This is an optimization exercise on Yosys and OpenROAD, whose aim is small area, not a production implementation. Only simulation tests tie the RTL to the original design; equivalence was not proved. Power is estimated from default activity; no workload was simulated.

**design.v**
```verilog
module interFrameSpace (samplePoint, rst, canRX, frameReady, endOverload, isOverload, isStart);
	input wire samplePoint, rst, canRX, frameReady, endOverload;
	output wire isOverload, isStart;
	parameter bit1_intermission = 0, bit2_intermission = 1, bit3_intermission = 2, bus_idle = 3;
	reg [2:0]state;
	reg isOverload0, isStart0;
	reg endError;
	assign isOverload = isOverload0;
	assign isStart = isStart0;
	always @ (posedge samplePoint) begin
		if (rst) begin
			state <= bus_idle;
			isOverload0 <= 0;
			isStart0 <= 0;
			endError <= 0;
		end else begin
		if (frameReady == 0)begin
			state <= bit1_intermission;
			isOverload0 <= 0;
			isStart0 <= 0;
			if (endOverload)
				endError <= 1;
		end
		if (isOverload) begin
			isOverload0 <= 0;
		end
		if (frameReady == 1 && endOverload == 1) begin
			if (canRX == 1) begin
				state <= bit2_intermission;
				isOverload0 <= 0;
				isStart0 <= 0;
			end else begin
				state <= bit1_intermission;
				isOverload0 <= 1;
				isStart0 <= 0;
			end
		end
		if ((frameReady == 1 && endOverload == 0) || endError == 1) begin
			case (state)
				bit1_intermission:
					if (canRX == 1) begin
						state <= bit2_intermission;
						isOverload0 <= 0;
						isStart0 <= 0;
					end else begin
						state <= bit1_intermission;
						isOverload0 <= 1;
						isStart0 <= 0;
						endError <= 0;
					end
				bit2_intermission:
					if (canRX == 1) begin
						state <= bit3_intermission;
						isOverload0 <= 0;
						isStart0 <= 0;
					end else begin
						state <= bit1_intermission;
						isOverload0 <= 1;
						isStart0 <= 0;
						endError <= 0;
					end
				bit3_intermission:
					if (canRX == 1) begin
						state <= bus_idle;
						isOverload0 <= 0;
						isStart0 <= 0;
					end else begin
						state <= bit1_intermission;
						isOverload0 <= 0;
						isStart0 <= 1;
						endError <= 0;
					end
				bus_idle:
					if (canRX == 1) begin
						state <= bus_idle;
						isOverload0 <= 0;
						isStart0 <= 0;
					end else begin
						state <= bit1_intermission;
						isOverload0 <= 0;
						isStart0 <= 1;
						endError <= 0;
					end
			endcase
		end
		end
	end
endmodule
module overload (samplePoint, rst, canRX, isOverload, isError, endOverload);
	input wire samplePoint, rst, canRX, isOverload, isError;
	output wire endOverload;
	parameter overload_flag = 0, overload_superposition = 1, overload_delimiter = 2;
	reg [1:0]state;
	reg [4:0]count;
	reg endOverload0;
	reg alredyOverError;
	assign endOverload = endOverload0;
	always @ (posedge samplePoint) begin
		if (rst) begin
			state <= overload_flag;
			count <= 0;
			endOverload0 <= 0;
			alredyOverError <= 0;
		end else begin
		if (endOverload0) begin
			endOverload0 <= 0;
		end
		if (isOverload == 1 || isError == 1 || alredyOverError == 1) begin
			case (state)
				overload_flag:  
					if (isOverload == 1 || alredyOverError == 1) begin
						if (canRX == 0) begin 
							if (count == 4) begin
								state <= overload_superposition;
								count <= count + 1;
							end else begin
								alredyOverError <= 1;
								count <= count + 1;
							end
						end else if (canRX == 1) begin
							alredyOverError <= 1;
							count <= 0;
							state <= overload_flag;
						end
					end else if (isError == 1 || alredyOverError == 1) begin
						if (canRX == 0) begin 
							if (count == 5) begin
								state <= overload_superposition;
								count <= count + 1;
							end else begin
								alredyOverError <= 1;
								count <= count + 1;
							end
						end else if (canRX == 1) begin
							alredyOverError <= 1;
							count <= 0;
							state <= overload_flag;
						end
					end
				overload_superposition:
					if (canRX == 0) begin 
						if (count < 11) begin
							count <= count + 1;
						end else begin
							count <= 0;
							state <= overload_flag;
						end
					end else if (canRX == 1) begin
						state <= overload_delimiter;
						count <= 1;
					end
				overload_delimiter:
					if (canRX == 1) begin 
						if (count < 7) begin
							count <= count + 1;
						end else begin
							endOverload0 <= 1;
							alredyOverError <= 0;
							state <= overload_flag;
							count <= 0;
						end
					end else if (canRX == 0) begin
						if (count == 7) begin 
							state <= overload_flag;
							count <= 1;
						end else begin
							count <= 0;
							state <= overload_flag;
						end
					end
			endcase
		end
		end
	end
endmodule
module framecontroller
(
	input	sp, rst, CAN_RX, reset, isStuff, errorFlag,
	output reg BS_onoff,
	output reg [1:0]CRCtype,
	output reg BRS_Stop,
	output reg invalidBit,
	output reg  CRCcalc_on,
	output reg  CRCtime, 
	output reg ackValue,
	output reg  RTR_SRR,
	output reg  IDE,
	output reg 	EDL,
	output reg  BRS,
	output reg RTR_r1,
	output reg frameReady
);
	parameter arbID_st = 0, RTR_SRR_st = 1, IDE0_st = 2, IDE1_st = 3, r0_EDL_st = 4;
	parameter extID_st = 5, extRTR_st = 6, r1_EDL_st = 7, r0_FD_st = 8, BRS_st = 9;
	parameter ESI_st = 10, DLC_st = 11, data_st = 12, crc15_st = 13, crc17_st = 14;
	parameter crc21_st = 15, crcDel_st = 16, ack_st = 17, ackDel_st = 18, eof_st = 19;
	parameter ready_st = 20, error_st = 21;
	reg		[4:0]state;
	reg		[9:0]cont;
	reg		[6:0]dlc;
	reg		FD;
	reg		bitlido;
	reg		frameReady_v;
	always @ (posedge sp) begin
		if (rst) begin
			state <= ready_st;
			cont = 0;
			dlc = 0;
			FD = 0;
			BS_onoff = 0;
			CRCtype = 0;
			CRCtime = 0;
			CRCcalc_on = 0;
			BRS_Stop = 0;
			invalidBit = 0;
			ackValue = 0;
			RTR_SRR = 0;
			IDE = 0;
			EDL = 0;
			BRS = 0;
			RTR_r1 = 0;
			frameReady_v = 1;
		end
		else
		if (reset) begin
			state <= arbID_st;
			cont = 1;
			dlc = 0;
			FD = 0;
			BS_onoff = 0;
			CRCtype = 0;
			CRCtime = 0;
			CRCcalc_on = 0;
			BRS_Stop = 0;
			invalidBit = 0;
			ackValue = 0;
			RTR_SRR = 0;
			IDE = 0;
			EDL = 0;
			BRS = 0;
			RTR_r1 = 0;
			frameReady_v = 0;
			BS_onoff = 1;
			CRCcalc_on = 1;
			if(errorFlag)
			begin
				state <= error_st;
			end
		end
		else
		if (~isStuff) begin
			case (state)
				arbID_st:  
					begin
						if(cont < 10)
						begin
							cont = cont +1;
						end
						else
						begin
							state <= RTR_SRR_st;
						end
					end
				RTR_SRR_st:  
					begin
						RTR_SRR = CAN_RX;
						if (CAN_RX)
						begin
							state <= IDE1_st;
						end
						else
						begin
							state <= IDE0_st;
						end
					end
				IDE0_st:
					begin
					IDE = CAN_RX;
					if(~CAN_RX)
						begin
							state <= r0_EDL_st;
						end
					else
						begin
							state <= error_st;
						end
					end
				IDE1_st:
					begin
					IDE = CAN_RX;
					if (CAN_RX)
						begin
							cont = 0;
							state <= extID_st;
						end
						else
						begin
							state <= r0_EDL_st;
						end
					end
				extID_st:
					if (cont < 17)
					begin
						cont = cont + 1;
					end
					else
					begin
						state <= extRTR_st;
					end
				extRTR_st:
					begin
						RTR_r1 = CAN_RX;
						state <= r1_EDL_st;
					end
				r1_EDL_st:
					begin
						EDL = CAN_RX;
						if (CAN_RX)
						begin
							state <= r0_FD_st;
						end
						else
						begin
							state <= r0_EDL_st;
						end
					end
				r0_EDL_st:
					begin
						EDL = CAN_RX;
						if (CAN_RX)
						begin
							state <= r0_FD_st;
						end
						else
						begin
							cont = 0;
							state <= DLC_st;
						end
					end
				r0_FD_st:
					if(~CAN_RX)
					begin
						FD = 1;
						state <= BRS_st;
					end
					else
					begin
						state <= error_st;
					end
				BRS_st:
					begin
						BRS = CAN_RX;
						BRS_Stop = CAN_RX;
						state <= ESI_st;
					end
				ESI_st:
					begin
						cont = 0;
						state <= DLC_st;
					end
				DLC_st: 
					begin
						dlc = dlc << 1;
						dlc = dlc + CAN_RX;
						cont = cont + 1;
						bitlido = CAN_RX;
						if (cont == 4  && dlc != 0) 
						begin
							cont = 0;
							if(dlc > 8 && FD == 0)
							begin
								dlc = 8;
							end
							else if(dlc > 8)
							begin
								case(dlc)
									9:
										dlc = 12;
									10:
										dlc = 16;
									11:
										dlc = 20;
									12:
										dlc = 24;
									13:
										dlc = 32;
									14:
										dlc = 48;
									15:
										dlc = 64;
								endcase
							end
							state <= data_st;
						end
						else if(cont == 4 && dlc == 0)
						begin
							cont =0;
							if(FD == 0)
							begin
								state <= crc15_st;
							end
							else if(dlc <= 16)
							begin
								state <= crc17_st;
							end
							else
							begin
								state <= crc21_st;
							end
						end
					end
				data_st:
					begin
						if(FD)
							begin
								BRS_Stop = 1;
							end
						cont = cont + 1;
						if (cont==8*dlc)  
						begin
							if(FD == 0)
							begin
								cont = 0;
								state <= crc15_st;
							end
							else if(dlc <= 16)
							begin
								cont = 0;
								state <= crc17_st;
							end
							else
							begin
								cont = 0;
								state <= crc21_st;
							end
						end
					end
				crc15_st:
					begin
						CRCcalc_on =0;
						CRCtime = 1;
						CRCtype = 1;
						cont = cont +1;
						if (cont==15)
						begin
							state <= crcDel_st;
						end
					end
				crc17_st:
					begin
						CRCcalc_on =0;
						CRCtime = 1;
						CRCtype = 2;
						cont = cont +1;
						if (cont==17)
						begin
							state <= crcDel_st;
						end
					end
				crc21_st:
					begin
						CRCcalc_on =0;
						CRCtime = 1;
						CRCtype = 3;
						cont = cont +1;
						if (cont==21)
						begin
							state <= crcDel_st;
						end
					end
				crcDel_st:
					begin
						CRCtime = 0;
						CRCtype = 0;
						BS_onoff = 0;
						BRS_Stop = 0;
						if(CAN_RX)
						begin
							state <= ack_st;
						end
						else
						begin
							state <= error_st;
						end
					end
				ack_st:
					state <= ackDel_st;
				ackDel_st:
					if(CAN_RX)
					begin
						cont = 0;
						state <= eof_st;
					end
					else
					begin
						state <= error_st;
					end
				eof_st:
					begin
						cont = cont +1;
						if(cont==7)
						begin
							frameReady_v = 1;
							state <= ready_st;
						end
					end
				ready_st:
					begin
						frameReady_v = 1;
						state <= ready_st;
					end
				error_st:
					begin
						cont = 0;
						dlc = 0;
						FD = 0;
					end
			endcase
		end
		frameReady <= frameReady_v;
	end
endmodule
module DatavsRemote(
RTR_SRR,
IDE,
RTR_r1,
isRemote
);
	input RTR_SRR, IDE, RTR_r1;
	output isRemote;
	assign isRemote = RTR_SRR & (IDE ~^ RTR_r1);
endmodule
module frameSize
(
	input	sp, rst, isStuff, reset,
	output reg [9:0] size
);
	always @ (posedge sp) begin
		if (rst)
			begin
				size <= 10'b0;
			end
		else if (reset)
			begin
				size <= 10'b1;
			end
		else if (~isStuff)
			begin
				size <= size + 1;
			end
	end
endmodule
module frameStorage
(
	input	sp, rst, CAN_RX, isStuff, reset,
	output reg [150:0] frame
);
	always @ (posedge sp) begin
		if (rst)
			begin
				frame = 0;
			end
		else if (reset)
			begin
				frame = 0;
				frame = frame << 1;
				frame = frame + CAN_RX;
			end
		else if (~isStuff)
			begin
				frame = frame << 1;
				frame = frame + CAN_RX;
			end
	end
endmodule
module frameMakerTop (samplePoint, reset, canRX, isError, isStuff, endOverload, BS_onoff, CRCtype, BRS_Stop, invalidBit, CRCcalc_on, CRCtime, ackValue, IDE, EDL, BRS, isRemote, size, frame, frameReady, isStart);
	input wire samplePoint, reset, canRX, isError, isStuff;
	output wire endOverload, BS_onoff, BRS_Stop, invalidBit, CRCcalc_on, CRCtime, ackValue, IDE, EDL, BRS, isRemote, frameReady, isStart;
	output wire [1:0] CRCtype;
	output wire [9:0] size;
	output wire [150:0] frame;
	wire isOverloadFromInterframe, RTR_SRR, RTR_r1;
	interFrameSpace ifs (samplePoint, reset, canRX, frameReady, endOverload, isOverloadFromInterframe, isStart);
	overload ov (samplePoint, reset, canRX, isOverloadFromInterframe, isError, endOverload);
	framecontroller fc (samplePoint, reset, canRX, isStart, isStuff, isError, BS_onoff, CRCtype, BRS_Stop, invalidBit, CRCcalc_on, CRCtime, ackValue, RTR_SRR, IDE, EDL, BRS, RTR_r1, frameReady);
	DatavsRemote dr (RTR_SRR, IDE, RTR_r1, isRemote);
	frameSize fsz (samplePoint, reset, isStuff, isStart, size);
	frameStorage fst (samplePoint, reset, canRX, isStuff, isStart, frame);
endmodule
```
**run.sh**
```bash
#!/bin/bash
# synth_recipe.tcl (not shown) runs the flow's synth.tcl, then flattens the netlist and writes it again
# the make line also repeats each setting of config.mk as NAME=value (left out here)
make -C /OpenROAD-flow-scripts/flow DESIGN_CONFIG=/design/flow/config.mk WORK_HOME=/design/flow/orfs CLKGATE_MAP_FILE= SYNTH_SCRIPT=/design/flow/synth_recipe.tcl finish
```
**constraint.sdc**
```tcl
create_clock -name core_clock -period 5.0 [get_ports {samplePoint}]
set_input_delay 1.0000 -clock core_clock [delete_from_list [all_inputs] [get_ports {samplePoint}]]
set_output_delay 1.0000 -clock core_clock [all_outputs]
set_load 0.01 [all_outputs]
```
**config.mk**
```make
export PLATFORM = sky130hd
export DESIGN_NAME = frameMakerTop
export DESIGN_NICKNAME = frameMakerTop
export VERILOG_FILES = /design/flow/design.v
export SDC_FILE = /design/flow/constraint.sdc
export NUM_CORES = 4
export LEC_CHECK = 0
export ABC_AREA = 1
export CAP_MARGIN = 20
export CORE_MARGIN = 2
export CORE_UTILIZATION = 40
export SLEW_MARGIN = 20
```
==> flow_summary_export.csv <==
group,metric,value,unit
job,max_cap_viol_count,0,
cts,clockRootBuffer,"clkbuf_16",
worst_hold_path,whs_path_depth,2,
timing,clock_skew,0.01112,ns
timing,fin_crit_sh,55.96,%
route,drtPass1Iterations,5,
die,coreArea,22780,um2
critical_path,cp_max_fo,20,
timing,finalWorstPathRequiredPeriod,2.798,ns
placement,place.port_buffers,178,
grt,grtUsageMet1,27.49,%
route,wire_per_inst,14.48,um
synthesis,synth_xor_area_share,0,%
pwr,power.share.combinational,24.0,%
critical_path,path_class,"input port to flop",
cells_and_area,diodes,0,
synthesis,synth_edf_count,0,
die,num_io_pins,181,
synthesis,synth_fa_ha_area_share,1.608,%
die,start_util,40.99,%
die,num_rows,55,
cells_and_area,syn2layout_area_growth,29.47,%
route,via_per_inst,4.977,
cts,cts_buffer_depth,3,
synthesis,avgSynthCellArea,6.984,um2
synthesis,synth_seq_area_share,45.24,%
placement,dp_hpwl,17720,um
timing,setup_ws,2.202,ns
grt,top_usage_layer,"met2",
placement,dp_slack,1.734,ns
cells_and_area,fin_nets,1499,
pwr,swShare,34.00,%
grt,grt-ovfl-total,0,
synthesis,synth_compound_area_share,16.01,%
route,drc,0,
placement,dp_cells,1769,
pwr,p_per_area,392.9,nW/um2
timing,finalMaxSlewViolations,0,
worst_hold_path,hold_class,"flop to flop",
critical_path,required,5.48,ns
grt,grt_pass1_wl,42550,um
timing,maxSlewHeadroom,29.35,%
route,drtIter0Drc,609,
grt,grt_max_degree,104,
pwr,p_switching,1.615,mW
timing,tightest_slew,1.060,ns
pwr,ir_drop,256.9,uV
synthesis,synthDistinctLibCells,45,
cts,cts_resized,0,
pwr,seqPwrFrac,39.8,%
outcome,outcome,"complete, no violations",
synthesis,yosys.area_share.simple,30.70,%
cts,cts_tree,"done",
critical_path,cp-start-kind,"input port",
die,die_area,24580,um2
synthesis,synth_area,9338,um2
cells_and_area,fin_cells,1812,
synthesis,synth_top_family_by_area,"simple AND/OR/NAND/NOR gates",
route,ant_nets,0,
timing,rsz0062_at_grt,"no",
grt,grt_pass1_vias,8286,
grt,grtUsageTotal,20.93,%
synthesis,yosys_warnings,5,
critical_path,cp.arrival,3.27,ns
timing,finalSetupViolations,0,
die,die_width,156.8,um
critical_path,r2r_cells,16,
cts,clk_latency,0.53,ns
cts,h-tree-depth,1,
cts,clk_pin_slew_worst_paths,0.06,ns
synthesis,synthMuxAreaShare,0,%
critical_path,cp-end-kind,"flop",
cts,clkSinkCount,211,
pwr,leakagePower,4.285,nW
synthesis,synth_flop_cell,"dfxtp_1",
route,vias,9018,
grt,antenna_found_initial,0,
cts,cts_buffers,24,
cells_and_area,drive_gt1_share,6.604,%
timing,hold_viol_final,0,
die,die_h,156.8,um
synthesis,synth_cells,1337,
timing,clock.fmax,357.4,MHz
grt,grt_use_met2,33.31,%
synthesis,postSynthRegisterBits,211,
timing,fin_setup_tns,0,ns
route,finalWirelength,26230,um
grt,use_met3,6.896,%
pwr,pwr-share-clk,36.2,%
synthesis,async_reset_ff_share,0,%
pwr,power.internal,3.135,mW
cts,post_cts.repair.setup_buffers,0,
cts,holdBufCountCts,0,
placement,gp_congestion,0.9565,
==> logic make-up after synthesis <==
group | after synthesis
compound gates | 284
fa+ha+maj | 12
buf+inv | 152
flops | 211
other cells | 1
simple gates | 677
==> path summary, 6_finish.rpt <==
check                                                      from                              end  slack (ns)
worst max-delay path                                      canRX          fc.cont[2]$_SDFFE_PP0P_        2.20
worst min-delay path            ov.alredyOverError$_SDFFE_PP0P_  ov.alredyOverError$_SDFFE_PP0P_        0.46
worst max register to register          fc.cont[1]$_SDFFE_PP0P_         fc.state[0]$_SDFFE_PP0P_        2.59
worst min register to register  ov.alredyOverError$_SDFFE_PP0P_  ov.alredyOverError$_SDFFE_PP0P_        0.46
==> through the flow <==
stage	power, mW	cell area, um2	hold WS, ns	util [%]
after detailed placement	3.053	11310	0.4435	49.67
after global routing	5.023	12090	0.4919	53.07
after global placement	3.056	11310	0.4365	49.67
after floorplan	2.773	9341	0.4394	-
after CTS	4.786	12090	0.4649	53.07
final	4.749	12090	0.4599	53.07
==> synth_stat cells, types with 3 or more instances <==
library cell | n | area, um2
nor2_1 | 93 | 349.1
a21oi_1 | 212 | 1061
o21ai_0 | 44 | 220.2
dfxtp_1 | 211 | 4224
nand2_1 | 458 | 1719
clkbuf_1 | 59 | 221.5
nand4_1 | 14 | 87.58
nand3_1 | 60 | 300.3
inv_1 | 71 | 266.5
ha_1 | 12 | 150.1
o21ai_1 | 5 | 25.02
nor2_4 | 8 | 90.09
a211oi_1 | 3 | 22.52
nand3_2 | 5 | 50.05
buf_2 | 4 | 20.02
nand2_2 | 8 | 50.05
nor2_2 | 8 | 50.05
buf_4 | 4 | 30.03
o211ai_1 | 4 | 30.03
nor3_1 | 12 | 60.06
inv_2 | 10 | 37.54
==> layout by cell type, fill, tap and decap left out, drive strengths merged, types with 3 or more instances in the layout <==
cell type / n
nand2: 468
a21oi: 213
dfxtp: 211
clkdlybuf4s50: 177
nor2: 109
inv: 81
nand3: 67
o21ai: 49
clkbuf: 34
nand4: 14
nor3: 12
ha: 12
buf: 10
clkinv: 9
o211ai: 4
a211oi: 3
==> sequential cells by signal, summed over array words and instances (netlist names), 2 cells and up <==
signal      count
fc.state        5
fc.cont        10
fc.CRCtype      2
fc.dlc          7
ov.count        5
ov.state        2
ifs.state       3
fsz.size       10
fst.frame     151
==> per-layer routing <==
metal / vias to the layer above / share of wire, %
li1: 4628 / -
met3: 41 / 8.6
met1: 4125 / 44
met5: - / 0
met2: 224 / 45
met4: 0 / 2.0
==> power by group through the flow <==
stage | clock network (mW) | registers, mW | logic [mW]
floorplan | 0 | 1.89 | 0.885
global placement | 0 | 1.92 | 1.13
detailed placement | 0 | 1.92 | 1.13
CTS | 1.76 | 1.89 | 1.13
global route | 1.83 | 1.91 | 1.29
finish | 1.72 | 1.89 | 1.14
==> critical path, cell delays in order <==
cell and delay, ns:
clkdlybuf4s50_1 0.39, buf_4 0.21, clkinv_1 0.06, buf_4 0.23
o21ai_0 0.12, a21oi_1 0.19, o211ai_1 0.12, nor2_2 0.57
nand3_1 0.14, o21ai_1 0.10, nand2_1 0.06, inv_1 0.05
==> cell type report <==
type / count / area (um2)
Fill cell: 2256 / 10690
Multi-Input combinational cell: 975 / 4522
Sequential cell: 211 / 4224
Timing Repair Buffer: 187 / 1859
Clock buffer: 34 / 678.2
Tap cell: 313 / 391.6
Inverter: 83 / 316.6
Clock inverter: 9 / 97.59

## what the ideal ports hide
Ports are ideal in the flow. The routed layout listed here was re-timed in OpenROAD. Step 1, drivers: a clkbuf_16 drives samplePoint and a buf_2 each remaining input, both assumed. Step 2 adds t to the input delays and takes it off the output delays; t is the mean of the earliest and latest rising clock arrival at the registers after step 1. Input paths then give back, and output paths get back, about the clock's delay inside the block. Slacks: ideal ports / drivers / drivers and shift; pairs: ideal ports / drivers.
shift t [ns]: 0.575
setup WS [ns]: 2.202 / 2.158 / 1.649
worst setup path at the end: input to register
slew at the worst register clock pin (ns): 0.06 / 0.06
After both steps setup and hold are still met in this run. The setup slack of this run moves by -0.044 ns with the drivers and by -0.553 ns with both steps.
